What follows belongs to an exercise in optimizing a design on an open flow for small area; a production flow would make more cautious choices. Function was checked by simulation only, so behaviour that the tests miss may differ from the original. Power is estimated from default activity; no workload was simulated.

==> design/flow/design.v <==
`timescale 1ns / 1ps
module rgb2YCbCr #(
parameter pix_per_clock = 4,
parameter data_width    = 8
)
(
input wire clk_in,
input wire reset,
input wire [(data_width*pix_per_clock*3)-1:0] rdata,
input wire rlast,
output reg rready,
input wire ruser,
input wire rvalid,
output reg [(data_width*pix_per_clock*3)-1:0] tdata,
output reg tlast,
input wire tready,
output reg tuser,
output reg tvalid
);
reg [95:0] pix_d1, pix_d2;
reg [7:0] g_d3 [0:3];
reg [8:0] u_d3 [0:3];
reg [8:0] v_d3 [0:3];
always @(posedge clk_in) begin
    pix_d1 <= rdata;
    pix_d2 <= pix_d1;
end
genvar i;
generate for (i = 0; i < 4; i = i + 1) begin : px
    wire [7:0] r = pix_d2[24*i+16 +: 8];
    wire [7:0] g = pix_d2[24*i+8  +: 8];
    wire [7:0] b = pix_d2[24*i    +: 8];
    wire [7:0] gn = ~g;
    wire [8:0] u, v;
    wire [7:0] y, cb, cr;
    rgb2ycc_diff_u du (.a(r), .g(g), .gn(gn), .d(u));
    rgb2ycc_diff_v dv (.a(b), .g(g), .gn(gn), .d(v));
    always @(posedge clk_in) begin
        g_d3[i] <= g;
        u_d3[i] <= u;
        v_d3[i] <= v;
    end
    rgb2ycc_sum cs (.g(g_d3[i]), .u(u_d3[i]), .v(v_d3[i]), .y(y), .cb(cb), .cr(cr));
    always @(posedge clk_in)
        tdata[24*i +: 24] <= {cr, cb, y};
end endgenerate
reg rlast_d1, rlast_d2, rlast_d3;
reg ruser_d1, ruser_d2, ruser_d3;
reg rvalid_d1, rvalid_d2, rvalid_d3;
always @(posedge clk_in) begin
    rlast_d1  <= rlast;  rlast_d2  <= rlast_d1;  rlast_d3  <= rlast_d2;  tlast  <= rlast_d3;
    ruser_d1  <= ruser;  ruser_d2  <= ruser_d1;  ruser_d3  <= ruser_d2;  tuser  <= ruser_d3;
    rvalid_d1 <= rvalid; rvalid_d2 <= rvalid_d1; rvalid_d3 <= rvalid_d2; tvalid <= rvalid_d3;
    rready    <= tready;
end
endmodule
module rgb2ycc_fa (input wire a, input wire b, input wire c, output wire s, output wire co);
  assign s  = a ^ b ^ c;
  assign co = (a & b) | (c & (a ^ b));
endmodule
module rgb2ycc_ha (input wire a, input wire b, output wire s, output wire co);
  assign s  = a ^ b;
  assign co = a & b;
endmodule
module rgb2ycc_maj (input wire a, input wire b, input wire c, output wire co);
  assign co = (a & b) | (c & (a | b));
endmodule
module rgb2ycc_xor (input wire a, input wire b, output wire s);
  assign s = a ^ b;
endmodule
module rgb2ycc_xnor (input wire a, input wire b, output wire s);
  assign s = ~(a ^ b);
endmodule
module rgb2ycc_or (input wire a, input wire b, output wire co);
  assign co = a | b;
endmodule
module rgb2ycc_and (input wire a, input wire b, output wire co);
  assign co = a & b;
endmodule
module rgb2ycc_diff_u (input wire [7:0] a, input wire [7:0] g, input wire [7:0] gn, output wire [8:0] d);
  wire [7:0] an = ~a;
  wire [8:0] c;
  rgb2ycc_ha   h0 (.a(a[0]), .b(gn[0]), .s(d[0]), .co(c[1]));
  genvar k;
  generate for (k = 1; k < 8; k = k + 1) begin : bit_
    rgb2ycc_fa f (.a(a[k]), .b(gn[k]), .c(c[k]), .s(d[k]), .co(c[k+1]));
  end endgenerate
  assign d[8] = c[8];
endmodule
module rgb2ycc_diff_v (input wire [7:0] a, input wire [7:0] g, input wire [7:0] gn, output wire [8:0] d);
  wire [7:0] an = ~a;
  wire [8:0] c;
  rgb2ycc_ha   h0 (.a(a[0]), .b(gn[0]), .s(d[0]), .co(c[1]));
  genvar k;
  generate for (k = 1; k < 8; k = k + 1) begin : bit_
    rgb2ycc_fa f (.a(a[k]), .b(gn[k]), .c(c[k]), .s(d[k]), .co(c[k+1]));
  end endgenerate
  assign d[8] = c[8];
endmodule
module rgb2ycc_sum (input wire [7:0] g, input wire [8:0] u, input wire [8:0] v,
  output wire [7:0] y, output wire [7:0] cb, output wire [7:0] cr);
  wire [7:0] g_n = ~g;
  wire [8:0] u_n = ~u;
  wire [8:0] v_n = ~v;
  wire n1;
  wire n2;
  wire n3, n4;
  wire n5;
  wire n6;
  wire n7;
  wire n8, n9;
  wire n10, n11;
  wire n12;
  wire n13;
  wire n14;
  wire n15, n16;
  wire n17, n18;
  wire n19, n20;
  wire n21;
  wire n22, n23;
  wire n24, n25;
  wire n26, n27;
  wire n28, n29;
  wire n30;
  wire n31;
  wire n32;
  wire n33, n34;
  wire n35, n36;
  wire n37, n38;
  wire n39, n40;
  wire n41, n42;
  wire n43;
  wire n44;
  wire n45, n46;
  wire n47, n48;
  wire n49, n50;
  wire n51, n52;
  wire n53, n54;
  wire n55, n56;
  wire n57, n58;
  wire n59, n60;
  wire n61, n62;
  wire n63, n64;
  wire n65;
  wire n66;
  wire n67, n68;
  wire n69, n70;
  wire n71, n72;
  wire n73, n74;
  wire n75, n76;
  wire n77, n78;
  wire n79, n80;
  wire n81, n82;
  wire n83, n84;
  wire n85;
  wire n86;
  wire n87, n88;
  wire n89, n90;
  wire n91, n92;
  wire n93, n94;
  wire n95, n96;
  wire n97;
  wire n98;
  wire n99;
  wire n100, n101;
  wire n102;
  wire n103, n104;
  wire n105, n106;
  wire n107;
  wire n108, n109;
  wire n110, n111;
  wire n112;
  wire n113;
  wire n114;
  wire n115, n116;
  wire n117, n118;
  wire n119;
  wire n120, n121;
  wire n122, n123;
  wire n124, n125;
  wire n126, n127;
  wire n128;
  wire n129;
  wire n130, n131;
  wire n132, n133;
  wire n134, n135;
  wire n136, n137;
  wire n138;
  wire n139;
  wire n140, n141;
  wire n142, n143;
  wire n144, n145;
  wire n146, n147;
  wire n148, n149;
  wire n150, n151;
  wire n152, n153;
  wire n154, n155;
  wire n156, n157;
  wire n158, n159;
  wire n160, n161;
  wire n162, n163;
  wire n164, n165;
  wire n166;
  wire n167;
  wire n168, n169;
  wire n170;
  wire n171;
  wire n172;
  wire n173, n174;
  wire n175;
  wire n176, n177;
  wire n178;
  wire n179, n180;
  wire n181;
  wire n182;
  wire n183;
  wire n184, n185;
  wire n186;
  wire n187, n188;
  wire n189, n190;
  wire n191, n192;
  wire n193;
  wire n194;
  wire n195, n196;
  wire n197, n198;
  wire n199, n200;
  wire n201;
  wire n202;
  wire n203, n204;
  wire n205, n206;
  wire n207, n208;
  wire n209, n210;
  wire n211, n212;
  wire n213, n214;
  wire n215, n216;
  wire n217, n218;
  wire n219;
  wire n220;
  wire n221, n222;
  wire n223;
  wire n224;
  wire n225, n226;
  wire n227;
  wire n228;
  rgb2ycc_or  cn1 (.a(g_n[0]), .b(u_n[2]), .co(n1));
  rgb2ycc_maj cn2 (.a(g_n[1]), .b(u_n[3]), .c(n1), .co(n2));
  rgb2ycc_fa  cn3 (.a(g_n[2]), .b(u_n[4]), .c(u[0]), .s(n3), .co(n4));
  rgb2ycc_maj cn5 (.a(v[0]), .b(n3), .c(n2), .co(n5));
  rgb2ycc_or  cn6 (.a(g_n[3]), .b(g_n[0]), .co(n6));
  rgb2ycc_xnor cn7 (.a(g_n[3]), .b(g_n[0]), .s(n7));
  rgb2ycc_fa  cn8 (.a(u_n[5]), .b(u[1]), .c(u[0]), .s(n8), .co(n9));
  rgb2ycc_fa  cn10 (.a(v[1]), .b(n7), .c(n4), .s(n10), .co(n11));
  rgb2ycc_maj cn12 (.a(n8), .b(n10), .c(n5), .co(n12));
  rgb2ycc_or  cn13 (.a(g_n[4]), .b(g_n[1]), .co(n13));
  rgb2ycc_xnor cn14 (.a(g_n[4]), .b(g_n[1]), .s(n14));
  rgb2ycc_fa  cn15 (.a(u_n[6]), .b(u[2]), .c(u[1]), .s(n15), .co(n16));
  rgb2ycc_fa  cn17 (.a(v[2]), .b(n14), .c(n6), .s(n17), .co(n18));
  rgb2ycc_fa  cn19 (.a(n9), .b(n15), .c(n17), .s(n19), .co(n20));
  rgb2ycc_maj cn21 (.a(n11), .b(n19), .c(n12), .co(n21));
  rgb2ycc_fa  cn22 (.a(g_n[5]), .b(g_n[2]), .c(u_n[7]), .s(n22), .co(n23));
  rgb2ycc_fa  cn24 (.a(u[3]), .b(u[2]), .c(v[3]), .s(n24), .co(n25));
  rgb2ycc_fa  cn26 (.a(n13), .b(n16), .c(n22), .s(n26), .co(n27));
  rgb2ycc_fa  cn28 (.a(n24), .b(n18), .c(n26), .s(n28), .co(n29));
  rgb2ycc_maj cn30 (.a(n20), .b(n28), .c(n21), .co(n30));
  rgb2ycc_or  cn31 (.a(g_n[6]), .b(g_n[3]), .co(n31));
  rgb2ycc_xnor cn32 (.a(g_n[6]), .b(g_n[3]), .s(n32));
  rgb2ycc_fa  cn33 (.a(g[0]), .b(u_n[8]), .c(u[4]), .s(n33), .co(n34));
  rgb2ycc_fa  cn35 (.a(u[3]), .b(v[4]), .c(n32), .s(n35), .co(n36));
  rgb2ycc_fa  cn37 (.a(n23), .b(n25), .c(n33), .s(n37), .co(n38));
  rgb2ycc_fa  cn39 (.a(n35), .b(n27), .c(n37), .s(n39), .co(n40));
  rgb2ycc_fa  cn41 (.a(n29), .b(n39), .c(n30), .s(n41), .co(n42));
  rgb2ycc_or  cn43 (.a(g_n[7]), .b(g_n[4]), .co(n43));
  rgb2ycc_xnor cn44 (.a(g_n[7]), .b(g_n[4]), .s(n44));
  rgb2ycc_fa  cn45 (.a(g[1]), .b(u[5]), .c(u[4]), .s(n45), .co(n46));
  rgb2ycc_fa  cn47 (.a(v[5]), .b(n44), .c(n31), .s(n47), .co(n48));
  rgb2ycc_fa  cn49 (.a(n34), .b(n45), .c(n36), .s(n49), .co(n50));
  rgb2ycc_fa  cn51 (.a(n47), .b(n38), .c(n49), .s(n51), .co(n52));
  rgb2ycc_fa  cn53 (.a(n40), .b(n51), .c(n42), .s(n53), .co(n54));
  rgb2ycc_fa  cn55 (.a(g_n[5]), .b(g[2]), .c(u[6]), .s(n55), .co(n56));
  rgb2ycc_fa  cn57 (.a(u[5]), .b(v[6]), .c(n43), .s(n57), .co(n58));
  rgb2ycc_fa  cn59 (.a(n46), .b(n55), .c(n48), .s(n59), .co(n60));
  rgb2ycc_fa  cn61 (.a(n57), .b(n50), .c(n59), .s(n61), .co(n62));
  rgb2ycc_fa  cn63 (.a(n52), .b(n61), .c(n54), .s(n63), .co(n64));
  rgb2ycc_or  cn65 (.a(g_n[6]), .b(g[3]), .co(n65));
  rgb2ycc_xnor cn66 (.a(g_n[6]), .b(g[3]), .s(n66));
  rgb2ycc_fa  cn67 (.a(u[7]), .b(u[6]), .c(v[7]), .s(n67), .co(n68));
  rgb2ycc_fa  cn69 (.a(n66), .b(n56), .c(n67), .s(n69), .co(n70));
  rgb2ycc_fa  cn71 (.a(n58), .b(n69), .c(n60), .s(n71), .co(n72));
  rgb2ycc_fa  cn73 (.a(n62), .b(n71), .c(n64), .s(n73), .co(n74));
  rgb2ycc_fa  cn75 (.a(g_n[7]), .b(g[4]), .c(u[8]), .s(n75), .co(n76));
  rgb2ycc_fa  cn77 (.a(u[7]), .b(v[8]), .c(n65), .s(n77), .co(n78));
  rgb2ycc_fa  cn79 (.a(n68), .b(n75), .c(n77), .s(n79), .co(n80));
  rgb2ycc_fa  cn81 (.a(n70), .b(n79), .c(n72), .s(n81), .co(n82));
  rgb2ycc_ha  cn83 (.a(n81), .b(n74), .s(n83), .co(n84));
  rgb2ycc_or  cn85 (.a(g[5]), .b(u[8]), .co(n85));
  rgb2ycc_xnor cn86 (.a(g[5]), .b(u[8]), .s(n86));
  rgb2ycc_fa  cn87 (.a(n86), .b(n76), .c(n78), .s(n87), .co(n88));
  rgb2ycc_fa  cn89 (.a(n80), .b(n87), .c(n82), .s(n89), .co(n90));
  rgb2ycc_ha  cn91 (.a(n89), .b(n84), .s(n91), .co(n92));
  rgb2ycc_fa  cn93 (.a(g[6]), .b(n85), .c(n88), .s(n93), .co(n94));
  rgb2ycc_fa  cn95 (.a(n93), .b(n90), .c(n92), .s(n95), .co(n96));
  rgb2ycc_xnor cn97 (.a(g[7]), .b(n94), .s(n97));
  rgb2ycc_xor cn98 (.a(n97), .b(n96), .s(n98));
  rgb2ycc_or  cn99 (.a(u_n[2]), .b(u[0]), .co(n99));
  rgb2ycc_fa  cn100 (.a(u_n[3]), .b(u[1]), .c(v_n[0]), .s(n100), .co(n101));
  rgb2ycc_and cn102 (.a(n99), .b(n100), .co(n102));
  rgb2ycc_fa  cn103 (.a(u_n[4]), .b(u[2]), .c(u_n[0]), .s(n103), .co(n104));
  rgb2ycc_fa  cn105 (.a(v_n[1]), .b(n101), .c(n103), .s(n105), .co(n106));
  rgb2ycc_and cn107 (.a(n102), .b(n105), .co(n107));
  rgb2ycc_fa  cn108 (.a(u_n[5]), .b(u[3]), .c(u_n[1]), .s(n108), .co(n109));
  rgb2ycc_fa  cn110 (.a(v_n[2]), .b(n104), .c(n108), .s(n110), .co(n111));
  rgb2ycc_maj cn112 (.a(n106), .b(n110), .c(n107), .co(n112));
  rgb2ycc_or  cn113 (.a(u_n[6]), .b(u[4]), .co(n113));
  rgb2ycc_xnor cn114 (.a(u_n[6]), .b(u[4]), .s(n114));
  rgb2ycc_fa  cn115 (.a(u_n[2]), .b(v_n[3]), .c(v[0]), .s(n115), .co(n116));
  rgb2ycc_fa  cn117 (.a(n114), .b(n109), .c(n115), .s(n117), .co(n118));
  rgb2ycc_maj cn119 (.a(n111), .b(n117), .c(n112), .co(n119));
  rgb2ycc_fa  cn120 (.a(u_n[7]), .b(u[5]), .c(u_n[3]), .s(n120), .co(n121));
  rgb2ycc_fa  cn122 (.a(v_n[4]), .b(v[1]), .c(n113), .s(n122), .co(n123));
  rgb2ycc_fa  cn124 (.a(n116), .b(n120), .c(n122), .s(n124), .co(n125));
  rgb2ycc_fa  cn126 (.a(n118), .b(n124), .c(n119), .s(n126), .co(n127));
  rgb2ycc_or  cn128 (.a(u_n[8]), .b(u[6]), .co(n128));
  rgb2ycc_xnor cn129 (.a(u_n[8]), .b(u[6]), .s(n129));
  rgb2ycc_fa  cn130 (.a(u_n[4]), .b(v_n[5]), .c(v[2]), .s(n130), .co(n131));
  rgb2ycc_fa  cn132 (.a(n129), .b(n121), .c(n130), .s(n132), .co(n133));
  rgb2ycc_fa  cn134 (.a(n123), .b(n132), .c(n125), .s(n134), .co(n135));
  rgb2ycc_ha  cn136 (.a(n134), .b(n127), .s(n136), .co(n137));
  rgb2ycc_or  cn138 (.a(u[7]), .b(u_n[5]), .co(n138));
  rgb2ycc_xnor cn139 (.a(u[7]), .b(u_n[5]), .s(n139));
  rgb2ycc_fa  cn140 (.a(v_n[6]), .b(v[3]), .c(n139), .s(n140), .co(n141));
  rgb2ycc_fa  cn142 (.a(n128), .b(n131), .c(n140), .s(n142), .co(n143));
  rgb2ycc_fa  cn144 (.a(n133), .b(n142), .c(n135), .s(n144), .co(n145));
  rgb2ycc_ha  cn146 (.a(n144), .b(n137), .s(n146), .co(n147));
  rgb2ycc_fa  cn148 (.a(u[8]), .b(u_n[6]), .c(v_n[7]), .s(n148), .co(n149));
  rgb2ycc_fa  cn150 (.a(v[4]), .b(n138), .c(n148), .s(n150), .co(n151));
  rgb2ycc_fa  cn152 (.a(n141), .b(n150), .c(n143), .s(n152), .co(n153));
  rgb2ycc_fa  cn154 (.a(n152), .b(n145), .c(n147), .s(n154), .co(n155));
  rgb2ycc_fa  cn156 (.a(u_n[7]), .b(v_n[8]), .c(v[5]), .s(n156), .co(n157));
  rgb2ycc_fa  cn158 (.a(n149), .b(n156), .c(n151), .s(n158), .co(n159));
  rgb2ycc_fa  cn160 (.a(n158), .b(n153), .c(n155), .s(n160), .co(n161));
  rgb2ycc_fa  cn162 (.a(u_n[8]), .b(v[6]), .c(n157), .s(n162), .co(n163));
  rgb2ycc_fa  cn164 (.a(n162), .b(n159), .c(n161), .s(n164), .co(n165));
  rgb2ycc_or  cn166 (.a(v[7]), .b(n163), .co(n166));
  rgb2ycc_xnor cn167 (.a(v[7]), .b(n163), .s(n167));
  rgb2ycc_ha  cn168 (.a(n167), .b(n165), .s(n168), .co(n169));
  rgb2ycc_xnor cn170 (.a(v[8]), .b(n166), .s(n170));
  rgb2ycc_xor cn171 (.a(n170), .b(n169), .s(n171));
  rgb2ycc_and cn172 (.a(v_n[2]), .b(v_n[0]), .co(n172));
  rgb2ycc_fa  cn173 (.a(u_n[0]), .b(v_n[3]), .c(v_n[1]), .s(n173), .co(n174));
  rgb2ycc_and cn175 (.a(n172), .b(n173), .co(n175));
  rgb2ycc_fa  cn176 (.a(u_n[1]), .b(v_n[4]), .c(v_n[2]), .s(n176), .co(n177));
  rgb2ycc_maj cn178 (.a(n174), .b(n176), .c(n175), .co(n178));
  rgb2ycc_fa  cn179 (.a(u_n[2]), .b(v_n[5]), .c(v_n[3]), .s(n179), .co(n180));
  rgb2ycc_maj cn181 (.a(n177), .b(n179), .c(n178), .co(n181));
  rgb2ycc_or  cn182 (.a(u_n[3]), .b(u[0]), .co(n182));
  rgb2ycc_xnor cn183 (.a(u_n[3]), .b(u[0]), .s(n183));
  rgb2ycc_fa  cn184 (.a(v_n[6]), .b(v_n[4]), .c(n183), .s(n184), .co(n185));
  rgb2ycc_maj cn186 (.a(n180), .b(n184), .c(n181), .co(n186));
  rgb2ycc_fa  cn187 (.a(u_n[4]), .b(u[1]), .c(v_n[7]), .s(n187), .co(n188));
  rgb2ycc_fa  cn189 (.a(v_n[5]), .b(n182), .c(n187), .s(n189), .co(n190));
  rgb2ycc_fa  cn191 (.a(n185), .b(n189), .c(n186), .s(n191), .co(n192));
  rgb2ycc_or  cn193 (.a(u_n[5]), .b(u[2]), .co(n193));
  rgb2ycc_xnor cn194 (.a(u_n[5]), .b(u[2]), .s(n194));
  rgb2ycc_fa  cn195 (.a(v_n[8]), .b(v_n[6]), .c(n194), .s(n195), .co(n196));
  rgb2ycc_fa  cn197 (.a(n188), .b(n195), .c(n190), .s(n197), .co(n198));
  rgb2ycc_ha  cn199 (.a(n197), .b(n192), .s(n199), .co(n200));
  rgb2ycc_or  cn201 (.a(u_n[6]), .b(u[3]), .co(n201));
  rgb2ycc_xnor cn202 (.a(u_n[6]), .b(u[3]), .s(n202));
  rgb2ycc_fa  cn203 (.a(v_n[7]), .b(n202), .c(n193), .s(n203), .co(n204));
  rgb2ycc_fa  cn205 (.a(n196), .b(n203), .c(n198), .s(n205), .co(n206));
  rgb2ycc_ha  cn207 (.a(n205), .b(n200), .s(n207), .co(n208));
  rgb2ycc_fa  cn209 (.a(u_n[7]), .b(u[4]), .c(v_n[8]), .s(n209), .co(n210));
  rgb2ycc_fa  cn211 (.a(n201), .b(n209), .c(n204), .s(n211), .co(n212));
  rgb2ycc_fa  cn213 (.a(n211), .b(n206), .c(n208), .s(n213), .co(n214));
  rgb2ycc_fa  cn215 (.a(u_n[8]), .b(u[5]), .c(n210), .s(n215), .co(n216));
  rgb2ycc_fa  cn217 (.a(n215), .b(n212), .c(n214), .s(n217), .co(n218));
  rgb2ycc_or  cn219 (.a(u[6]), .b(n216), .co(n219));
  rgb2ycc_xnor cn220 (.a(u[6]), .b(n216), .s(n220));
  rgb2ycc_ha  cn221 (.a(n220), .b(n218), .s(n221), .co(n222));
  rgb2ycc_or  cn223 (.a(u[7]), .b(n219), .co(n223));
  rgb2ycc_xnor cn224 (.a(u[7]), .b(n219), .s(n224));
  rgb2ycc_ha  cn225 (.a(n224), .b(n222), .s(n225), .co(n226));
  rgb2ycc_xnor cn227 (.a(u[8]), .b(n223), .s(n227));
  rgb2ycc_xor cn228 (.a(n227), .b(n226), .s(n228));
  assign y[0] = n41;
  assign y[1] = n53;
  assign y[2] = n63;
  assign y[3] = n73;
  assign y[4] = n83;
  assign y[5] = n91;
  assign y[6] = n95;
  assign y[7] = n98;
  assign cb[0] = n126;
  assign cb[1] = n136;
  assign cb[2] = n146;
  assign cb[3] = n154;
  assign cb[4] = n160;
  assign cb[5] = n164;
  assign cb[6] = n168;
  assign cb[7] = n171;
  assign cr[0] = n191;
  assign cr[1] = n199;
  assign cr[2] = n207;
  assign cr[3] = n213;
  assign cr[4] = n217;
  assign cr[5] = n221;
  assign cr[6] = n225;
  assign cr[7] = n228;
endmodule
==> design/flow/flow/run.sh <==
#!/bin/bash
# Standard layout (the standard.sh, unchanged synthesis and floorplan) with two
# knobs passed through the environment:
#  - ports are buffered with the smallest buffer (buf_1) instead of the default choice;
#  - clock tree synthesis clusters more sinks per buffer and adds no dummy loads.
set -euo pipefail
cd "$(dirname "$0")/.."
export BUFFER_PORTS_ARGS="-buffer_cell sky130_fd_sc_hd__buf_1"
export GPL_KEEP_OVERFLOW=0
export CTS_ARGS="-sink_clustering_enable -repair_clock_nets -dont_use_dummy_load -sink_clustering_size 20 -sink_clustering_max_diameter 60 -buf_list sky130_fd_sc_hd__clkbuf_8"
bash standard.sh > standard.log 2>&1
==> design/flow/standard.sh <==
#!/bin/bash
# synth_recipe.tcl (not shown) runs the flow's synth.tcl, then flattens the netlist and writes it again
# the make line also repeats each setting of config.mk as NAME=value (left out here)
make -C /OpenROAD-flow-scripts/flow DESIGN_CONFIG=/design/flow/config.mk WORK_HOME=/design/flow/orfs CLKGATE_MAP_FILE= SYNTH_SCRIPT=/design/flow/synth_recipe.tcl "${@:-finish}"
==> design/flow/config.mk <==
export PLATFORM = sky130hd
export DESIGN_NAME = rgb2YCbCr
export DESIGN_NICKNAME = rgb2YCbCr
export VERILOG_FILES = /design/flow/design.v
export SDC_FILE = /design/flow/constraint.sdc
export NUM_CORES = 4
export LEC_CHECK = 0
export CAP_MARGIN = 20
export CORE_MARGIN = 2
export CORE_UTILIZATION = 60
export SLEW_MARGIN = 20
export SYNTH_HIERARCHICAL = 1
export SYNTH_MINIMUM_KEEP_SIZE = 0
==> design/flow/constraint.sdc <==
create_clock -name core_clock -period 5.0 [get_ports {clk_in}]
set_input_delay 1.0000 -clock core_clock [delete_from_list [all_inputs] [get_ports {clk_in}]]
set_output_delay 1.0000 -clock core_clock [all_outputs]
set_load 0.01 [all_outputs]
==> run summary, run 1 <==
- CTS Hold Bufs: 0
- Syn avg cell area: 15.1 sq um
- Nets: 1958
- Combinational Power Share: 53.7%
- Die ar.: 0.0333 sq mm
- Worst clock skew: 0.0493 ns
- Arrival time of the worst setup path: 5.34 ns
- Hold slack: 0.305 ns
- Most instantiated cells after synthesis: 405 x dfxtp_1, 372 x fa_1, 136 x inv_1, 104 x buf_4, 72 x xnor2_1
- Final core occ: 65.2%
- CTS tree: built
- I/O Buffers: 200
- First-pass GRT wire length: 47700 um
- Clk slew on worst S/H paths: 0.11 ns
- Fin Setup TNS: 0 ns
- Flop pwr share: 35.1%
- Clk latency of the worst-skew pair: 0.61 ns
- FMAX: 206 MHz
- Synth async-reset ratio: 0%
- Main area contributors after synthesis: dfxtp_1 42%, fa_1 39%, buf_4 4.1%
- Yosys warnings: 13
- Clk pwr share: 11.2%
- Clk buf depth: 3
- Max VDD drop: 339 uV
- I/O pin cnt: 202
- Count leader, synth: dfxtp_1
- Worst EP required: 5.48 ns
- PD cells: 620 mW/mm^2
- GRT overflow: 0
- CTS root buf: clkbuf_8
- CP max FO: 5
- Reg area: 0.00821 sq mm
- Fin. Hold Viols: 0
- Initial Util: 60.7%
- Post-Route WL: 29100 um
- DRC: 0
- Area grow syn2layout: 7.41%
- Num rows: 65
- Status: no timing/DRC/antenna violations
- Number of global-route vias before repair: 9777
- Design area: 0.0205 sq mm
- Layout cell share with drive strength beyond 1: 13.0%
- Slew HR: 76.4%
- RSZ-0062 raised after global routing: no
- Vert. Die Dim: 182 um
- CTS H-tree lvls: 1
- Synth Net Count: 1787
- Core ar.: 0.0315 sq mm
- GRT Overall Usage: 18.5%
- Int Pwr: 7950 uW
- Post-route ant nets: 0
- Critical path class: flip-flop to flip-flop
- Post-layout min period: 4.86 ns
- Post-Syn Area: 0.0191 sq mm
- Iter 0 DRT Violations: 219
- Fillers: 2419
- Post-route clock period utilization: 97.2%
- Placed cell areas: 0.0196 sq mm
- Max-cap violations: 0
- Final setup violation count: 0
- Sequential share of the synthesized area: 42.4%
- Largest net degree at the start of global routing: 21
- Worst-Margin Slew: 0.353 ns
- Switching power: 4780 uW
- Total CTS buffers: 29
- Number of synthesized flops with an enable pin: 0
- Detailed Place HPWL: 24300 um
- Hold crit path type: flip-flop to flip-flop
- Sink Count: 405
- Die Wd: 182 um
- Area of the multi-input gates: 0.00975 sq mm
- Synth Flop Type: dfxtp_1
- Initial antenna violation count: 2
- Top-area cell type share of the netlist area: 42.4%
- Syn Inst Count: 1269
- Crit path largest cell delay: 0.57 ns
- Crit path cell chain: clkinvlp_4 -> buf_4 -> fa_1 -> fa_1 -> maj3_2 -> maj3_2 -> fa_1 -> ha_1 -> ha_1 -> fa_1 -> fa_1 -> fa_1 -> ha_1 -> xor2_1
- Fin. max-slew vios: 0
- Flops & latches, synth: 405
- Leakage: 0.00829 uW
- CP Capture Type: flip-flop
- Sw frac: 37.6%
- CP max stage cell: fa_1
- Synth area leader: dfxtp_1
- CP Launch Type: flip-flop
- Average via count per standard cell: 4.66
- Most frequent CP cell: fa_1
- Post-layout power: 12700 uW
- Gpl congestion: 0.811
- DR pass1 iterations: 4
- Routed len/inst: 15.8 um
- DR vias: 8580
- Distinct cells, synth: 10
## sequential cells by signal (all words and copies together), names as in the netlist, 32 cells and up
signal,count
u_d3,36
pix_d1,96
g_d3,32
v_d3,36
tdata,96
pix_d2,96
## worst paths after layout
path	depth (start not counted)	endpoint	slack, ns	start
max	14	tdata[39]	0.14	u_d3[1][5]
min	0	pix_d2[86]	0.30	pix_d1[86]
min reg2reg	0	pix_d2[86]	0.30	pix_d1[86]
max reg2reg	14	tdata[39]	0.14	u_d3[1][5]
## cell families (layout without fill, tap and decap cells)
group / Yosys count / count (layout) / synth area share [%]
fa+ha+maj: 456 / 456 / 44.2
flops: 405 / 405 / 42.4
buf+inv: 240 / 409 / 6.76
xor+xnor: 84 / 84 / 3.85
simple gates: 84 / 84 / 2.75
other cells: 0 / 1 / 0
## layout by cell type (no fill, tap or decap), types with 4 or more instances in the layout
cell / netlist / layout
dfxtp_4: 0 / 21
clkinvlp_4: 0 / 16
clkbuf_8: 0 / 29
fa_1: 372 / 367
xnor2_1: 72 / 68
inv_2: 0 / 6
xor2_1: 12 / 12
or2_1: 68 / 68
ha_1: 44 / 44
maj3_2: 40 / 40
and2_1: 16 / 16
xnor2_2: 0 / 4
buf_4: 104 / 44
dfxtp_2: 0 / 20
buf_1: 0 / 200
fa_2: 0 / 5
dfxtp_1: 405 / 364
inv_1: 136 / 112
## modules after synthesis (local to each module, per instance)
module	cell area, sq um	cells
rgb2YCbCr	8230	437
rgb2ycc_and	6.26	1
rgb2ycc_diff_u	7.51	1
rgb2ycc_diff_v	7.51	1
rgb2ycc_fa	20.0	1
rgb2ycc_ha	12.5	1
rgb2ycc_maj	11.3	1
rgb2ycc_or	6.26	1
rgb2ycc_sum	278	50
rgb2ycc_xnor	8.76	1
rgb2ycc_xor	8.76	1
## worst max-delay path, delay by kind of cell, from the launching register on
kind	cells	cell delay, ns
fa+ha+maj	11	3.76
flops	1	0.48
buf+inv	2	0.34
xor+xnor	1	0.15
## power by group through the flow
stage,Combinational [uW],Clock (uW),Sequential [uW]
finish,6840,1420,4470
global route,8020,1610,4540
CTS,6990,1500,4500
detailed placement,6910,0,4550
global placement,6820,0,4540
floorplan,7970,0,4680
## through the flow
step	setup WS [ns]	instances
floorplan	0.000967	1269
global placement	-0.257	1767
detailed placement	-0.270	1767
CTS	0.000544	1806
global route	0.00975	1840
finish	0.140	1841
## repair_timing
item                       CTS  global route
cloned                       0             0
buffers inserted            10            34
setup endpoints to repair    9             7
gates resized for setup     45            48
## final cells by class
cell class                 instances  share of cell area (%)
antenna                            1                  0.0122
clock buffer                      29                    1.94
inverter                         136                    2.80
multi-input combinational        624                    47.5
sequential                       405                    40.0
tap                              402                    2.45
timing repair buffer             244                    5.27
## per-layer routing
layer | share of wire, % | vias to the layer above | track usage, % | wire, um
met2 | 54 | 173 | 33.9 | 15600
met5 | 0.034 | - | 0 | 10
met1 | 39 | 4343 | 22.2 | 11300
met3 | 3.8 | 58 | 2.99 | 1090
li1 | - | 4004 | - | -
met4 | 3.8 | 2 | 6.74 | 1090
==> inputs of run 2 (changes only) <==
--- a/design/flow/config.mk
+++ b/design/flow/config.mk
@@ -7,7 +7,7 @@
 export LEC_CHECK = 0
 export CAP_MARGIN = 20
 export CORE_MARGIN = 2
-export CORE_UTILIZATION = 60
+export CORE_UTILIZATION = 40
 export SLEW_MARGIN = 20
 export SYNTH_HIERARCHICAL = 1
 export SYNTH_MINIMUM_KEEP_SIZE = 0
==> run summary, run 2 <==
- Status: no timing/DRC/antenna violations
- Yosys warnings: 13 (unchanged)
- Most frequent cells in the layout: 363 x fa_1, 358 x dfxtp_1, 200 x buf_1
- Crit path largest cell delay: 0.44 ns (-0.13 ns)
- Sink Count: 405 (unchanged)
- Most frequent CP cell: fa_1
- CP Capture Type: flip-flop
- Switching power: 4910 uW (+2.7%)
- Post-layout min period: 4.87 ns (+0.00606 ns)
- CTS H-tree lvls: 1 (unchanged)
- Int Pwr: 8070 uW (+1.5%)
- Most instantiated cells after synthesis: 405 x dfxtp_1, 372 x fa_1, 136 x inv_1, 104 x buf_4, 72 x xnor2_1
- Arrival time of the worst setup path: 5.40 ns (+0.06 ns)
- Area grow syn2layout: 9.91%
- Number of synthesized flops with an enable pin: 0 (unchanged)
- Synth async-reset ratio: 0% (unchanged)
- Post-route clock period utilization: 97.3% (+0.12 points)
- Detailed Place HPWL: 25700 um (+6.0%)
- Clk buf depth: 3 (unchanged)
- Vert. Die Dim: 223 um (+22%)
- Diode count: 0 (-1)
- Worst EP required: 5.54 ns (+0.06 ns)
- Post-layout power: 13000 uW (+2.0%)
- Flops & latches, synth: 405 (unchanged)
- Num rows: 80 (+23%)
- CTS tree: built
- Flop pwr share: 34.5% (-0.6 points)
- Post-route ant nets: 0 (unchanged)
- Fillers: 4434 (+83%)
- Sw frac: 37.8% (+0.28 points)
- Number of global-route vias before repair: 10.1k (+3.7%)
- CTS root buf: clkbuf_8
- Post-Route WL: 30900 um (+6.1%)
- Count leader, synth: dfxtp_1
- Fin. max-slew vios: 0 (unchanged)
- Slew HR: 74.9% (-1.6 points)
- Average via count per standard cell: 4.23 (-9.2%)
- First-pass GRT wire length: 50500 um (+5.7%)
- Fin. Hold Viols: 0 (unchanged)
- Syn avg cell area: 15.1 sq um (unchanged)
- Die Wd: 223 um (+22%)
- Iter 0 DRT Violations: 210 (-4.1%)
- GRT overflow: 0 (unchanged)
- Max VDD drop: 315 uV (-6.8%)
- Distinct cells, synth: 10 (unchanged)
- Total CTS buffers: 31 (+6.9%)
- Initial antenna violation count: 1 (-1)
- Leakage: 0.00840 uW (+1.3%)
- Largest net degree at the start of global routing: 21 (unchanged)
- Sequential share of the synthesized area: 42.4% (unchanged)
- Buf/Inv on CP: 1 (-1)
- I/O Buffers: 200 (unchanged)
- DR vias: 8785 (+2.4%)
- Hold crit path type: flip-flop to flip-flop
- Clk latency of the worst-skew pair: 0.64 ns (+0.03 ns)
- PD cells: 618 mW/mm^2 (-0.34%)
- CTS Hold Bufs: 0 (unchanged)
- Top-area cell type share of the netlist area: 42.4% (unchanged)
- Most common cell after layout, fill and taps aside: fa_1
- Hold slack: 0.267 ns (-0.0376 ns)
- Syn Inst Count: 1269 (unchanged)
- Synth Flop Type: dfxtp_1
- CP max FO: 4 (-1)
- Synth Net Count: 1787 (unchanged)
- Nets: 1982 (+1.2%)
- Synth area leader: dfxtp_1
- Crit path cell chain: inv_2 -> fa_1 -> fa_1 -> maj3_2 -> maj3_2 -> maj3_2 -> fa_1 -> fa_2 -> fa_1 -> fa_1 -> ha_1 -> ha_1 -> fa_1 -> xor2_1
- DRC: 0 (unchanged)
- Final setup violation count: 0 (unchanged)
- Post-Syn Area: 0.0191 sq mm (unchanged)
- Placed cell areas: 0.0198 sq mm (+1.4%)
- Critical path class: flip-flop to flip-flop
- I/O pin cnt: 202 (unchanged)
- Die ar.: 0.0495 sq mm (+49%)
- Max-cap violations: 0 (unchanged)
- Gpl congestion: 0.813 (+0.31%)
- DR pass1 iterations: 6 (+2)
- Clk pwr share: 11.4% (+0.2 points)
- Top flop regs: pix_d1: 96 flops, pix_d2: 96 flops, tdata: 96 flops
- Worst-Margin Slew: 0.376 ns (+0.0237 ns)
- CP max stage cell: fa_1
- Layout cell share with drive strength beyond 1: 15.0% (+2.0 points)
- Routed len/inst: 14.9 um (-5.9%)
- CP top delay family: adder cells
- Initial Util: 40.3% (-20 points)
- Combinational Power Share: 54.1% (+0.4 points)
- Clk slew on worst S/H paths: 0.11 ns (about the same)
- Main area contributors after synthesis: dfxtp_1 42%, fa_1 39%, buf_4 4.1%
- CP Launch Type: flip-flop
- FMAX: 205 MHz (-0.12%)
- GRT Overall Usage: 12.8% (-5.7 points)
- Worst clock skew: 0.0653 ns (+0.0160 ns)
- Core ar.: 0.0474 sq mm (+51%)
- Design area: 0.0210 sq mm (+2.3%)
-- run 2: cell count changes in the layout (fill, tap and decap cells not counted) --
cell and delta:
buf_4 +22, dfxtp_1 -6, fa_1 -4, fa_2 +4, dfxtp_2 +3, dfxtp_4 +3, clkbuf_8 +2, inv_2 -2
clkinvlp_4 +1, diode_2 -1, inv_1 +1, xnor2_1 +1, xnor2_2 -1
-- run 2: routing by layer --
metal | GRT usage, % | routed length (um) | vias up
met5 | 0 | 0 | -
met4 | 3.77 | 655 | 0
met3 | 2.16 | 1290 | 45
met2 | 22.9 | 16000 | 163
met1 | 16.0 | 12900 | 4525
li1 | - | - | 4052
-- run 2: layout make-up --
type | instances | area [sq um] | share of cell area, %
timing repair buffer | 266 | 1250 | 5.93
multi-input combinational | 624 | 9750 | 46.4
clock buffer | 31 | 427 | 2.03
tap | 615 | 769 | 3.66
inverter | 136 | 579 | 2.76
sequential | 405 | 8230 | 39.2
-- run 2: power groups by stage --
stage	combinational (uW)	clock, uW	sequential, uW
5_1_grt	8280	1690	4550
3_3_place_gp	7030	0	4580
6_report	7030	1480	4470
3_5_place_dp	7020	0	4590
2_1_floorplan	7970	0	4680
4_1_cts	7160	1590	4530
-- run 2: repair_timing --
| action | 4_1_cts | 5_1_grt |
|---|---|---|
| endpoints found under the setup margin | 10 | 9 |
| buffers inserted | 11 | 55 |
| resized for setup | 56 | 48 |
-- run 2: kinds of logic (layout without fill, tap and decap cells) --
logic type	after synthesis	in the layout	synth area share [%]
xor+xnor	84	84	3.85
fa+ha+maj	456	456	44.2
flops	405	405	42.4
simple gates	84	84	2.75
buf+inv	240	433	6.76
-- run 2: worst paths after layout --
path / from / end / slack (ns) / cells past startpoint
min reg2reg: pix_d1[67] / pix_d2[67] / 0.27 / 0
max reg2reg: u_d3[2][4] / tdata[55] / 0.13 / 14
min: pix_d1[67] / pix_d2[67] / 0.27 / 0
max: u_d3[2][4] / tdata[55] / 0.13 / 14
-- run 2: through the flow --
stage	TNS, ns	cells	setup WS (ns)	utilization, %
3_3_place_gp	-1.63	1980	-0.270	41.8
6_report	0	2077	0.134	44.3
4_1_cts	0	2022	0.000434	43.2
5_1_grt	-0.00683	2077	-0.00683	44.3
3_5_place_dp	-1.81	1980	-0.294	41.8
2_1_floorplan	0	1269	0.000967	-
-- run 2: Yosys stat by module, one instance, submodules excluded, a selection --
module,cells,flops+latches,copies in the design
rgb2ycc_xnor,1,0,72
rgb2ycc_ha,1,0,44
rgb2ycc_fa,1,0,372
rgb2ycc_sum,50,0,4
rgb2ycc_diff_u,1,0,4
rgb2ycc_and,1,0,16
rgb2ycc_or,1,0,68
==> inputs of run 3 (changes only) <==
--- a/design/flow/flow/run.sh
+++ b/design/flow/flow/run.sh
@@ -6,6 +6,5 @@
 set -euo pipefail
 cd "$(dirname "$0")/.."
 export BUFFER_PORTS_ARGS="-buffer_cell sky130_fd_sc_hd__buf_1"
-export GPL_KEEP_OVERFLOW=0
-export CTS_ARGS="-sink_clustering_enable -repair_clock_nets -dont_use_dummy_load -sink_clustering_size 20 -sink_clustering_max_diameter 60 -buf_list sky130_fd_sc_hd__clkbuf_8"
+export CTS_ARGS="-sink_clustering_enable -repair_clock_nets -dont_use_dummy_load -sink_clustering_size 20 -sink_clustering_max_diameter 60 -buf_list {sky130_fd_sc_hd__clkbuf_4 sky130_fd_sc_hd__clkbuf_8}"
 bash standard.sh > standard.log 2>&1
==> run summary, run 3 <==
- Most common cell after layout, fill and taps aside: dfxtp_1
- Num rows: 80 (unchanged)
- Syn Inst Count: 1269 (unchanged)
- Max-cap violations: 0 (unchanged)
- Vert. Die Dim: 223 um (unchanged)
- Die Wd: 223 um (unchanged)
- Setup ws final: 0.155 ns (+0.0208 ns)
- PD cells: 623 mW/mm^2 (+0.77%)
- Final core occ: 43.7% (-0.56 points)
- Critical path class: flip-flop to flip-flop
- Crit path largest cell delay: 0.51 ns (+0.07 ns)
- Critical Path Source: g_d3[1][3]
- Fin Setup TNS: 0 ns (unchanged)
- Leakage: 0.00842 uW (+0.27%)
- DR vias: 8774 (-0.13%)
- Hold slack: 0.274 ns (+0.00647 ns)
- DR pass1 iterations: 4 (-2)
- Int Pwr: 8000 uW (-0.78%)
- Worst clock skew: 0.0751 ns (+0.00981 ns)
- Synth area leader: dfxtp_1
- CTS root buf: clkbuf_8
- First-pass GRT wire length: 51600 um (+2.2%)
- Pre-CTS setup slack: 0.0695 ns (+0.364 ns)
- Slew HR: 75.8% (+0.90 points)
- Iter 0 DRT Violations: 190 (-9.5%)
- Top-area cell type share of the netlist area: 42.4% (unchanged)
- Largest net degree at the start of global routing: 21 (unchanged)
- Post-Route WL: 31200 um (+0.96%)
- Combinational Power Share: 54.7% (+0.6 points)
- Clk buf depth: 3 (unchanged)
- Finished Layout Cells: 2064 (-0.63%)
- CTS Hold Bufs: 0 (unchanged)
- Detailed Place HPWL: 26700 um (+3.6%)
- Post-route clock period utilization: 96.9% (-0.42 points)
- Final setup violation count: 0 (unchanged)
- Number of global-route vias before repair: 10.3k (+1.4%)
- Most frequent cells in the layout: 388 x dfxtp_1, 366 x fa_1, 200 x buf_1
- Syn avg cell area: 15.1 sq um (unchanged)
- Total CTS buffers: 31 (unchanged)
- Arrival time of the worst setup path: 5.35 ns (-0.05 ns)
- DRC: 0 (unchanged)
- FMAX: 206 MHz (+0.43%)
- Clk latency of the worst-skew pair: 0.65 ns (about the same)
- CTS H-tree lvls: 1 (unchanged)
- Die ar.: 0.0495 sq mm (unchanged)
- Diode count: 0 (unchanged)
- CP Capture Type: flip-flop
- Nets: 1969 (-0.66%)
- I/O Buffers: 200 (unchanged)
- CP max stage cell: fa_1
- Synth Flop Type: dfxtp_1
- Clk pwr share: 11.5% (about the same)
- Sequential share of the synthesized area: 42.4% (unchanged)
- Post-route ant nets: 0 (unchanged)
- Layout cell share with drive strength beyond 1: 11.0% (-4.0 points)
- Critical Path Sink: tdata[31]
- Main area contributors after synthesis: dfxtp_1 42%, fa_1 39%, buf_4 4.1%
- Crit path cell chain: inv_1 -> or2_1 -> fa_1 -> fa_1 -> maj3_2 -> maj3_2 -> fa_1 -> fa_1 -> fa_2 -> fa_1 -> ha_1 -> ha_1 -> fa_1 -> xor2_1
- RSZ-0062 raised after global routing: no
- Switching power: 4910 uW (about the same)
- Worst-Margin Slew: 0.363 ns (-0.0134 ns)
- Hold crit path type: flip-flop to flip-flop
- Sink Count: 405 (unchanged)
- Reg2Reg Depth: 14 (unchanged)
- Area grow syn2layout: 8.53%
- Routed len/inst: 15.1 um (+1.6%)
- Average via count per standard cell: 4.25 (+0.50%)
- Most instantiated cells after synthesis: 405 x dfxtp_1, 372 x fa_1, 136 x inv_1, 104 x buf_4, 72 x xnor2_1
- Fin. max-slew vios: 0 (unchanged)
- Yosys warnings: 13 (unchanged)
- Clk slew on worst S/H paths: 0.11 ns (about the same)
- Number of synthesized flops with an enable pin: 0 (unchanged)
- Synth async-reset ratio: 0% (unchanged)
- Most frequent CP cell: fa_1
- CP max FO: 3 (-1)
- Worst EP required: 5.50 ns (-0.04 ns)
- Flops & latches, synth: 405 (unchanged)
- CTS tree: built
- Fin. Hold Viols: 0 (unchanged)
- Max VDD drop: 332 uV (+5.4%)
- Distinct cells, synth: 10 (unchanged)
- GRT Overall Usage: 13.2% (+0.35 points)
- Placed Instances: 2031 (+2.6%)
- I/O pin cnt: 202 (unchanged)
- Post-layout min period: 4.85 ns (-0.0208 ns)
- Synth Net Count: 1787 (unchanged)
- Flop-to-flop setup slack: 0.15 ns (+0.02 ns)
- Count leader, synth: dfxtp_1
- GRT overflow: 0 (unchanged)
- Core ar.: 0.0474 sq mm (unchanged)
- Status: no timing/DRC/antenna violations
- Top flop regs: pix_d1: 96 flops, pix_d2: 96 flops, tdata: 96 flops
- Flop pwr share: 33.9% (-0.6 points)
- CP Launch Type: flip-flop
- Worst r2r src: g_d3[1][3]
- Initial antenna violation count: 1 (unchanged)
- Sw frac: 38.0% (+0.18 points)
- Initial Util: 40.3% (unchanged)
- Gpl congestion: 0.855 (+5.1%)
- Post-Syn Area: 0.0191 sq mm (unchanged)
- Reg2reg end: tdata[31]
[run 3: repair_timing]
action	in CTS	in global routing
gates resized for setup	0	31
buffers inserted	0	2
endpoints found under the setup margin	0	5
[run 3: worst min-delay path by stage]
| stage | to | cells past startpoint | start | slack (ns) |
|---|---|---|---|---|
| final | pix_d2[94] | 0 | pix_d1[94] | 0.27 |
| after CTS | pix_d2[86] | 0 | pix_d1[86] | 0.28 |
| after detailed placement | pix_d2[15] | 0 | pix_d1[15] | 0.31 |
| after global routing | pix_d2[94] | 0 | pix_d1[94] | 0.29 |
| after floorplan | pix_d2[0] | 0 | pix_d1[0] | 0.31 |
| after global placement | pix_d2[23] | 0 | pix_d1[23] | 0.31 |
[run 3: cell type report]
| cell class | count | area (sq um) |
|---|---|---|
| Tap cell | 615 | 769 |
| Sequential cell | 405 | 8130 |
| Clock buffer | 31 | 427 |
| Multi-Input combinational cell | 624 | 9750 |
| Fill cell | 4400 | 26700 |
| Inverter | 136 | 510 |
| Timing Repair Buffer | 253 | 1150 |
[run 3: power groups by stage]
| stage | logic [uW] | registers, uW | clock network, uW |
|---|---|---|---|
| CTS | 7370 | 4400 | 1570 |
| global route | 8340 | 4440 | 1670 |
| floorplan | 7970 | 4680 | 0 |
| global placement | 7240 | 4460 | 0 |
| detailed placement | 7300 | 4470 | 0 |
| finish | 7060 | 4370 | 1480 |
[run 3: critical path, delay by kind of cell (launching register included)]
kind / cells / cell delay, ns
fa+ha+maj: 11 / 3.85
flops: 1 / 0.42
simple gates: 1 / 0.23
xor+xnor: 1 / 0.16
buf+inv: 1 / 0.08
[run 3: kinds of logic (layout without fill, tap and decap cells)]
kind of cell	count (synthesis)	count (layout)	share of synthesized area (%)
XOR/XNOR	84	84	3.85
flip-flops	405	405	42.4
adder cells (fa/ha/maj)	456	456	44.2
buffers and inverters	240	420	6.76
AND/OR/NAND/NOR	84	84	2.75
[run 3: modules after synthesis (local to each module, per instance)]
module,flops+latches,cell area [sq um],copies in the design
rgb2ycc_ha,0,12.5,44
rgb2ycc_fa,0,20.0,372
rgb2ycc_diff_v,0,7.51,4
rgb2ycc_xnor,0,8.76,72
rgb2ycc_diff_u,0,7.51,4
rgb2YCbCr,405,8230,1
rgb2ycc_and,0,6.26,16
rgb2ycc_xor,0,8.76,12
rgb2ycc_sum,0,278,4
rgb2ycc_maj,0,11.3,40
rgb2ycc_or,0,6.26,68
[run 3: through the flow]
step	area (sq um)	total power (uW)
floorplan	19100	12700
global placement	20200	11700
detailed placement	20200	11800
CTS	20700	13300
global route	20700	14500
finish	20700	12900
[run 3: routing by layer]
metal / routed length (um) / vias up / GRT usage [%]
li1: - / 4019 / -
met1: 13000 / 4535 / 16.8
met2: 16100 / 173 / 23.4
met3: 1290 / 47 / 2.25
met4: 729 / 0 / 3.23
met5: 0 / - / 0
==> inputs of run 4 (changes only) <==
==> design/flow/flow/run.sh (replaced) <==
#!/bin/bash
# Standard layout (the standard.sh, unchanged synthesis and floorplan) with two
# knobs passed through the environment:
#  - ports are buffered with the smallest buffer (buf_1) instead of the default choice;
#  - clock tree synthesis uses clkbuf_8 on clusters of up to 20 sinks and adds no dummy loads.
set -euo pipefail
cd "$(dirname "$0")/.."
export BUFFER_PORTS_ARGS="-buffer_cell sky130_fd_sc_hd__buf_1"
export CTS_ARGS="-sink_clustering_enable -repair_clock_nets -dont_use_dummy_load -sink_clustering_size 10 -sink_clustering_max_diameter 40 -buf_list sky130_fd_sc_hd__clkbuf_4"
bash standard.sh > standard.log 2>&1
--- a/design/flow/config.mk
+++ b/design/flow/config.mk
@@ -7,7 +7,7 @@
 export LEC_CHECK = 0
 export CAP_MARGIN = 20
 export CORE_MARGIN = 2
-export CORE_UTILIZATION = 40
+export CORE_UTILIZATION = 60
 export SLEW_MARGIN = 20
 export SYNTH_HIERARCHICAL = 1
 export SYNTH_MINIMUM_KEEP_SIZE = 0
==> run summary, run 4 <==
- Post-layout min period: 4.88 ns (+0.0344 ns)
- GRT Overall Usage: 19.5% (+6.3 points)
- Main area contributors after synthesis: dfxtp_1 42%, fa_1 39%, buf_4 4.1%
- Most instantiated cells after synthesis: 405 x dfxtp_1, 372 x fa_1, 136 x inv_1, 104 x buf_4, 72 x xnor2_1
- Finished Layout Cells: 1869 (-9.4%)
- I/O pin cnt: 202 (unchanged)
- Synth Flop Type: dfxtp_1
- Iter 0 DRT Violations: 237 (+25%)
- Total CTS buffers: 52 (+68%)
- First-pass GRT wire length: 49000 um (-5.0%)
- Die Wd: 182 um (-18%)
- Initial Util: 60.7% (+20 points)
- Worst EP required: 5.64 ns (+0.14 ns)
- Initial antenna violation count: 3 (+2)
- Most frequent cells in the layout: 389 x dfxtp_1, 369 x fa_1, 200 x buf_1
- Clk buf depth: 3 (unchanged)
- Worst-Margin Slew: 0.380 ns (+0.0170 ns)
- Area grow syn2layout: 6.63%
- Met1 usage: 23.5% (+6.7 points)
- Buffers inserted by post-CTS timing repair: 0 (unchanged)
- Placed Instances: 1814 (-11%)
- Max VDD drop: 334 uV (+0.38%)
- Routed len/inst: 15.9 um (+5.1%)
- Fillers: 2447 (-44%)
- Top-area cell type share of the netlist area: 42.4% (unchanged)
- Fin. Hold Viols: 0 (unchanged)
- Core ar.: 0.0315 sq mm (-34%)
- Hold slack: 0.292 ns (+0.0183 ns)
- Synth area leader: dfxtp_1
- FMAX: 205 MHz (-0.71%)
- Hold crit path type: flip-flop to flip-flop
- Count leader, synth: dfxtp_1
- Final setup violation count: 0 (unchanged)
- Post-route ant nets: 0 (unchanged)
- Arrival time of the worst setup path: 5.52 ns (+0.17 ns)
- Fin Setup TNS: 0 ns (unchanged)
- Worst clock skew: 0.0669 ns (-0.00822 ns)
- GRT Max-Usage Layer: met2
- Distinct cells, synth: 10 (unchanged)
- Yosys warnings: 13 (unchanged)
- Synth async-reset ratio: 0% (unchanged)
- Sink Count: 405 (unchanged)
- Num rows: 65 (-19%)
- GRT overflow: 0 (unchanged)
- Clk latency of the worst-skew pair: 0.75 ns (+0.10 ns)
- Detailed Place HPWL: 25000 um (-6.3%)
- DR vias: 8662 (-1.3%)
- Flops & latches, synth: 405 (unchanged)
- DR pass1 iterations: 4 (unchanged)
- Layout cell share with drive strength beyond 1: 11.3% (+0.37 points)
- CP top delay family: adder cells
- CTS tree: built
- Vert. Die Dim: 182 um (-18%)
- Clk slew on worst S/H paths: 0.09 ns (-0.02 ns)
- Syn Inst Count: 1269 (unchanged)
- Critical path class: flip-flop to flip-flop
- Synth Net Count: 1787 (unchanged)
- CP max stage cell: fa_1
- CTS H-tree lvls: 2 (+1)
- Global routing usage on met3: 3.33% (+1.1 points)
- Crit path cell chain: inv_1 -> fa_1 -> fa_1 -> maj3_2 -> maj3_2 -> maj3_2 -> fa_1 -> fa_1 -> fa_1 -> fa_1 -> ha_1 -> ha_1 -> fa_1 -> xor2_1
- Leakage: 0.00840 uW (-0.23%)
- Slew HR: 74.6% (-1.1 points)
- CP Launch Type: flip-flop
- Fin. max-slew vios: 0 (unchanged)
- Buf/Inv on CP: 1 (unchanged)
- CP max FO: 2 (-1)
- Nets: 1984 (+0.76%)
- Post-Route WL: 29700 um (-4.8%)
- Status: no timing/DRC/antenna violations
- Crit path largest cell delay: 0.46 ns (-0.05 ns)
- Top flop regs: pix_d1: 96 flops, pix_d2: 96 flops, tdata: 96 flops
- DRC: 0 (unchanged)
- Average via count per standard cell: 4.63 (+9.0%)
- Sequential share of the synthesized area: 42.4% (unchanged)
- Most frequent CP cell: fa_1
- CP Capture Type: flip-flop
- Syn avg cell area: 15.1 sq um (unchanged)
- I/O Buffers: 200 (unchanged)
- PD cells: 622 mW/mm^2 (about the same)
- Number of synthesized flops with an enable pin: 0 (unchanged)
- Post-route clock period utilization: 97.6% (+0.69 points)
- GRT met2 Usage: 34.6% (+11 points)
- Die ar.: 0.0333 sq mm (-33%)
- Max-cap violations: 0 (unchanged)
- CTS root buf: clkbuf_4
- Gpl congestion: 0.818 (-4.4%)
- Largest net degree at the start of global routing: 13 (-38%)
- Number of global-route vias before repair: 10.1k (-2.0%)
- Most common cell after layout, fill and taps aside: dfxtp_1
- RSZ-0062 raised after global routing: no
- Post-Syn Area: 0.0191 sq mm (unchanged)
==> run 4: changes by cell type in the layout (fill, tap and decap cells not counted), sizes merged <==
cell / change
buf: -6
clkbuf: +21
diode: +3
==> run 4: worst paths after layout <==
check | cells after the start | end | slack, ns | startpoint
worst max-delay path | 14 | tdata[79] | 0.12 | g_d3[3][2]
worst min register to register | 0 | pix_d2[61] | 0.29 | pix_d1[61]
worst max register to register | 14 | tdata[79] | 0.12 | g_d3[3][2]
worst min-delay path | 0 | pix_d2[61] | 0.29 | pix_d1[61]
==> run 4: power breakdown <==
part / switching [uW] / internal (uW) / leakage [uW] / total, uW
registers: 285 / 4080 / 0.00342 / 4360
clock network: 930 / 475 / 0.000239 / 1410
logic: 3590 / 3310 / 0.00475 / 6900
total: 4810 / 7870 / 0.00840 / 12700
==> run 4: final cells by class <==
cell class	instances	area (sq um)	share of cell area (%)
multi-input cells	624	9730	47.8
flip-flops and latches	405	8130	39.9
repair buffers	247	1100	5.42
inverters	136	510	2.51
well taps	402	503	2.47
clock buffers	52	390	1.92
diodes	3	7.51	0.0368
==> run 4: cell families after synthesis <==
group         synth area share (%)
xor+xnor                      3.85
buf+inv                       6.76
flops                         42.4
simple gates                  2.75
fa+ha+maj                     44.2
==> run 4: modules after synthesis, one instance, submodules excluded <==
module | flip-flops and latches | cells
rgb2ycc_xnor | 0 | 1
rgb2ycc_diff_u | 0 | 1
rgb2YCbCr | 405 | 437
rgb2ycc_sum | 0 | 50
rgb2ycc_and | 0 | 1
rgb2ycc_maj | 0 | 1
rgb2ycc_diff_v | 0 | 1
rgb2ycc_fa | 0 | 1
rgb2ycc_xor | 0 | 1
rgb2ycc_or | 0 | 1
rgb2ycc_ha | 0 | 1
==> run 4: through the flow <==
step / area (sq um) / utilization (%) / worst slack, ns / total power, uW
after global routing: 20400 / 64.7 / 0.000975 / 14300
after detailed placement: 19900 / 63.3 / 0.0450 / 11600
after global placement: 19900 / 63.3 / 0.0760 / 11400
final: 20400 / 64.7 / 0.120 / 12700
after floorplan: 19100 / - / 0.000967 / 12700
after CTS: 20300 / 64.6 / 0.0121 / 13100
==> run 4: repair_timing <==
item	in CTS	in global routing
resized for setup	0	23
setup endpoints to repair	0	7
hold buffers	0	0
endpoints found under the hold margin	0	0
==> run 4: layer usage <==
metal / part of all wire [%] / up-vias
met1: 40 / 4350
met2: 53 / 179
met4: 3.4 / 0
met3: 3.6 / 60
met5: 0 / -
li1: - / 4073
==> inputs of run 5 (changes only) <==
--- a/design/flow/config.mk
+++ b/design/flow/config.mk
@@ -7,7 +7,7 @@
 export LEC_CHECK = 0
 export CAP_MARGIN = 20
 export CORE_MARGIN = 2
-export CORE_UTILIZATION = 60
+export CORE_UTILIZATION = 75
 export SLEW_MARGIN = 20
 export SYNTH_HIERARCHICAL = 1
 export SYNTH_MINIMUM_KEEP_SIZE = 0
==> run summary, run 5 <==
- Status: no timing/DRC/antenna violations
- Initial Util: 76.1% (+15 points)
- Number of synthesized flops with an enable pin: 0 (unchanged)
- Fin. max-slew vios: 0 (unchanged)
- Clk latency of the worst-skew pair: 0.66 ns (-0.09 ns)
- Max-cap violations: 0 (unchanged)
- Synth async-reset ratio: 0% (unchanged)
- Iter 0 DRT Violations: 303 (+28%)
- Worst EP required: 5.55 ns (-0.09 ns)
- GRT met2 Usage: 47.7% (+13 points)
- Sink Count: 405 (unchanged)
- Critical Path Source: g_d3[0][5]
- Number of global-route vias before repair: 10.6k (+5.6%)
- PD cells: 632 mW/mm^2 (+1.6%)
- Post-Syn Area: 0.0191 sq mm (unchanged)
- Critical path class: flip-flop to flip-flop
- DRC: 0 (unchanged)
- CP max FO: 3 (+1)
- Post-layout min period: 4.88 ns (+0.000398 ns)
- Main combinational cell family by area after synthesis: adder cells
- Top-area cell type share of the netlist area: 42.4% (unchanged)
- Area grow syn2layout: 6.26%
- Reg2reg end: tdata[7]
- Core ar.: 0.0251 sq mm (-20%)
- Xor/xnor share of the synthesized area: 3.85% (unchanged)
- GRT overflow: 0 (unchanged)
- DR vias: 9024 (+4.2%)
- Hold crit path type: flip-flop to flip-flop
- Leakage: 0.00840 uW (about the same)
- Fin. Hold Viols: 0 (unchanged)
- Slew HR: 76.3% (+1.7 points)
- DR pass1 iterations: 4 (unchanged)
- Clk buf depth: 3 (unchanged)
- Worst-Margin Slew: 0.355 ns (-0.0254 ns)
- Worst r2r src: g_d3[0][5]
- Flops & latches, synth: 405 (unchanged)
- Most instantiated cells after synthesis: 405 x dfxtp_1, 372 x fa_1, 136 x inv_1, 104 x buf_4, 72 x xnor2_1
- Crit path cell chain: inv_1 -> fa_1 -> fa_1 -> fa_1 -> maj3_2 -> fa_1 -> fa_2 -> fa_1 -> fa_2 -> ha_1 -> ha_1 -> fa_1 -> xor2_1
- Main area contributors after synthesis: dfxtp_1 42%, fa_1 39%, buf_4 4.1%
- Most common cell after layout, fill and taps aside: dfxtp_1
- Worst clock skew: 0.0542 ns (-0.0126 ns)
- Design area: 0.0203 sq mm (-0.34%)
- Sequential share of the synthesized area: 42.4% (unchanged)
- Synth Area in Adders: 44.2% (unchanged)
- Placed cell areas: 0.0198 sq mm (-0.49%)
- First-pass GRT wire length: 50700 um (+3.4%)
- Post-Route WL: 31200 um (+5.3%)
- GRT Max-Usage Layer: met2
- Gpl congestion: 0.856 (+4.6%)
- Largest net degree at the start of global routing: 13 (unchanged)
- Nets: 1982 (-0.10%)
- Most frequent cells in the layout: 387 x dfxtp_1, 363 x fa_1, 200 x buf_1
- Num rows: 58 (-11%)
- FMAX: 205 MHz (about the same)
- CP Capture Type: flip-flop
- Met1 usage: 28.3% (+4.8 points)
- Initial antenna violation count: 4 (+1)
- Hold slack: 0.308 ns (+0.0154 ns)
- CP max stage cell: fa_1
- Mux contribution to synthesized area: 0% (unchanged)
- Layout cell share with drive strength beyond 1: 12.0% (+0.63 points)
- CTS root buf: clkbuf_4
- Syn avg cell area: 15.1 sq um (unchanged)
- Clk slew on worst S/H paths: 0.09 ns (about the same)
- Flop-to-flop setup slack: 0.12 ns (about the same)
- Critical Path Sink: tdata[7]
- Die Wd: 164 um (-10%)
- Reg2Reg Depth: 13 (-1)
- Synth Area in Simple Gates: 2.75% (unchanged)
- Post-route clock period utilization: 97.6% (about the same)
- CP Launch Type: flip-flop
- Post-route ant nets: 0 (unchanged)
- CTS H-tree lvls: 2 (unchanged)
- Fillers: 1456 (-40%)
- Vert. Die Dim: 164 um (-10%)
- Average via count per standard cell: 5.02 (+8.4%)
- Total CTS buffers: 51 (-1.9%)
- Final core occ: 80.9% (+16 points)
- Yosys warnings: 13 (unchanged)
- Most frequent CP cell: fa_1
- Final setup violation count: 0 (unchanged)
- Distinct cells, synth: 10 (unchanged)
- Max VDD drop: 434 uV (+30%)
- Die ar.: 0.0268 sq mm (-20%)
- Crit path largest cell delay: 0.56 ns (+0.10 ns)
- Syn Inst Count: 1269 (unchanged)
- Synth area leader: dfxtp_1
- Global routing usage on met3: 3.76% (+0.43 points)
- Detailed Place HPWL: 26600 um (+6.3%)
- Top flop regs: pix_d1: 96 flops, pix_d2: 96 flops, tdata: 96 flops
- Buffers inserted by post-CTS timing repair: 0 (unchanged)
- I/O pin cnt: 202 (unchanged)
- Count leader, synth: dfxtp_1
- GRT Overall Usage: 25.2% (+5.7 points)
- I/O Buffers: 200 (unchanged)
- Arrival time of the worst setup path: 5.43 ns (-0.09 ns)
- CTS tree: built
- Compound-cell area share of the yosys netlist: 0% (unchanged)
- Routed len/inst: 17.4 um (+9.6%)
- Synth Flop Type: dfxtp_1
- Synth Net Count: 1787 (unchanged)
run 5: modules after synthesis (local to each module, per instance):
module / cells / area [sq um] / copies in the design
rgb2ycc_maj: 1 / 11.3 / 40
rgb2YCbCr: 437 / 8230 / 1
rgb2ycc_diff_u: 1 / 7.51 / 4
rgb2ycc_xor: 1 / 8.76 / 12
rgb2ycc_and: 1 / 6.26 / 16
rgb2ycc_ha: 1 / 12.5 / 44
rgb2ycc_or: 1 / 6.26 / 68
rgb2ycc_sum: 50 / 278 / 4
rgb2ycc_diff_v: 1 / 7.51 / 4
rgb2ycc_xnor: 1 / 8.76 / 72
rgb2ycc_fa: 1 / 20.0 / 372
run 5: worst max-delay path: cells and delay by family, from the launching register on:
family / cells / cell delay [ns]
fa+ha+maj: 11 / 4.08
flops: 1 / 0.40
xor+xnor: 1 / 0.18
buf+inv: 1 / 0.12
run 5: timing repair:
action,4_1_cts,5_1_grt
endpoints found under the setup margin,2,5
endpoints found under the hold margin,0,0
hold buffers,0,0
gates resized for setup,8,26
run 5: cell families after synthesis:
logic type    count (synthesis)
simple gates                 84
fa+ha+maj                   456
buf+inv                     240
flops                       405
xor+xnor                     84
run 5: layer usage:
| layer | up-vias | part of all wire [%] | routed length, um |
|---|---|---|---|
| li1 | 4063 | - | - |
| met1 | 4664 | 36 | 11400 |
| met2 | 220 | 57 | 17600 |
| met3 | 77 | 3.6 | 1130 |
| met4 | 0 | 3.5 | 1100 |
| met5 | - | 0 | 0 |
run 5: worst min-delay path by stage:
| stage | start | endpoint | cells after the start |
|---|---|---|---|
| 6_report | pix_d1[68] | pix_d2[68] | 0 |
| 5_1_grt | pix_d1[87] | pix_d2[87] | 0 |
| 4_1_cts | pix_d1[87] | pix_d2[87] | 0 |
| 3_5_place_dp | pix_d1[15] | pix_d2[15] | 0 |
| 3_3_place_gp | pix_d1[37] | pix_d2[37] | 0 |
| 2_1_floorplan | pix_d1[0] | pix_d2[0] | 0 |
run 5: report_power, final:
part	internal [uW]	total [uW]	switching, uW
Clock	467	1390	924
Combinational	3390	7080	3690
Sequential	4080	4360	284
run 5: cell type report:
class,count,area (sq um),share of cell area [%]
Timing Repair Buffer,246,1100,5.40
Clock buffer,51,383,1.89
Sequential cell,405,8130,40.0
Multi-Input combinational cell,624,9760,48.1
Antenna cell,4,10.0,0.0493
Inverter,136,510,2.51
Tap cell,330,413,2.03
run 5: through the flow:
step	TNS, ns	worst slack, ns	power [uW]	cells
after floorplan	0	0.000967	12700	1269
after global placement	0	0.0717	11200	1741
after detailed placement	-0.0354	-0.0241	11700	1741
after CTS	0	0.0477	13100	1792
after global routing	-0.0154	-0.0154	14200	1796
final	0	0.120	12800	1796

==> afterwards: timing with drivers on the ports <==
The flow's constraints put no driver on any port. The routed layouts listed below were extracted and timed again, unchanged, in two steps. Step 1 (the two cells are an assumption about what drives the block):
set clk [get_ports {clk_in}]
set_driving_cell -lib_cell sky130_fd_sc_hd__clkbuf_16 $clk
set_driving_cell -lib_cell sky130_fd_sc_hd__buf_2 [delete_from_list [all_inputs] $clk]
Step 2 also shifts input and output timing later by t, the mid clock arrival at the registers, as if the neighbouring blocks saw the same clock. Slacks: ideal ports / drivers / drivers and shift; pairs: ideal ports / drivers.
| run | shift t [ns] | setup slack, ns | worst setup path after step 2 |
|---|---|---|---|
| run 1 | 0.633 | 0.140 / 0.140 / 0.140 | register to register |
| run 2 | 0.662 | 0.134 / 0.134 / 0.134 | register to register |
| run 3 | 0.665 | 0.155 / 0.155 / 0.155 | register to register |
| run 4 | 0.772 | 0.120 / 0.120 / 0.120 | register to register |
| run 5 | 0.681 | 0.120 / 0.120 / 0.120 | register to register |
After both steps every run listed still meets setup and hold.
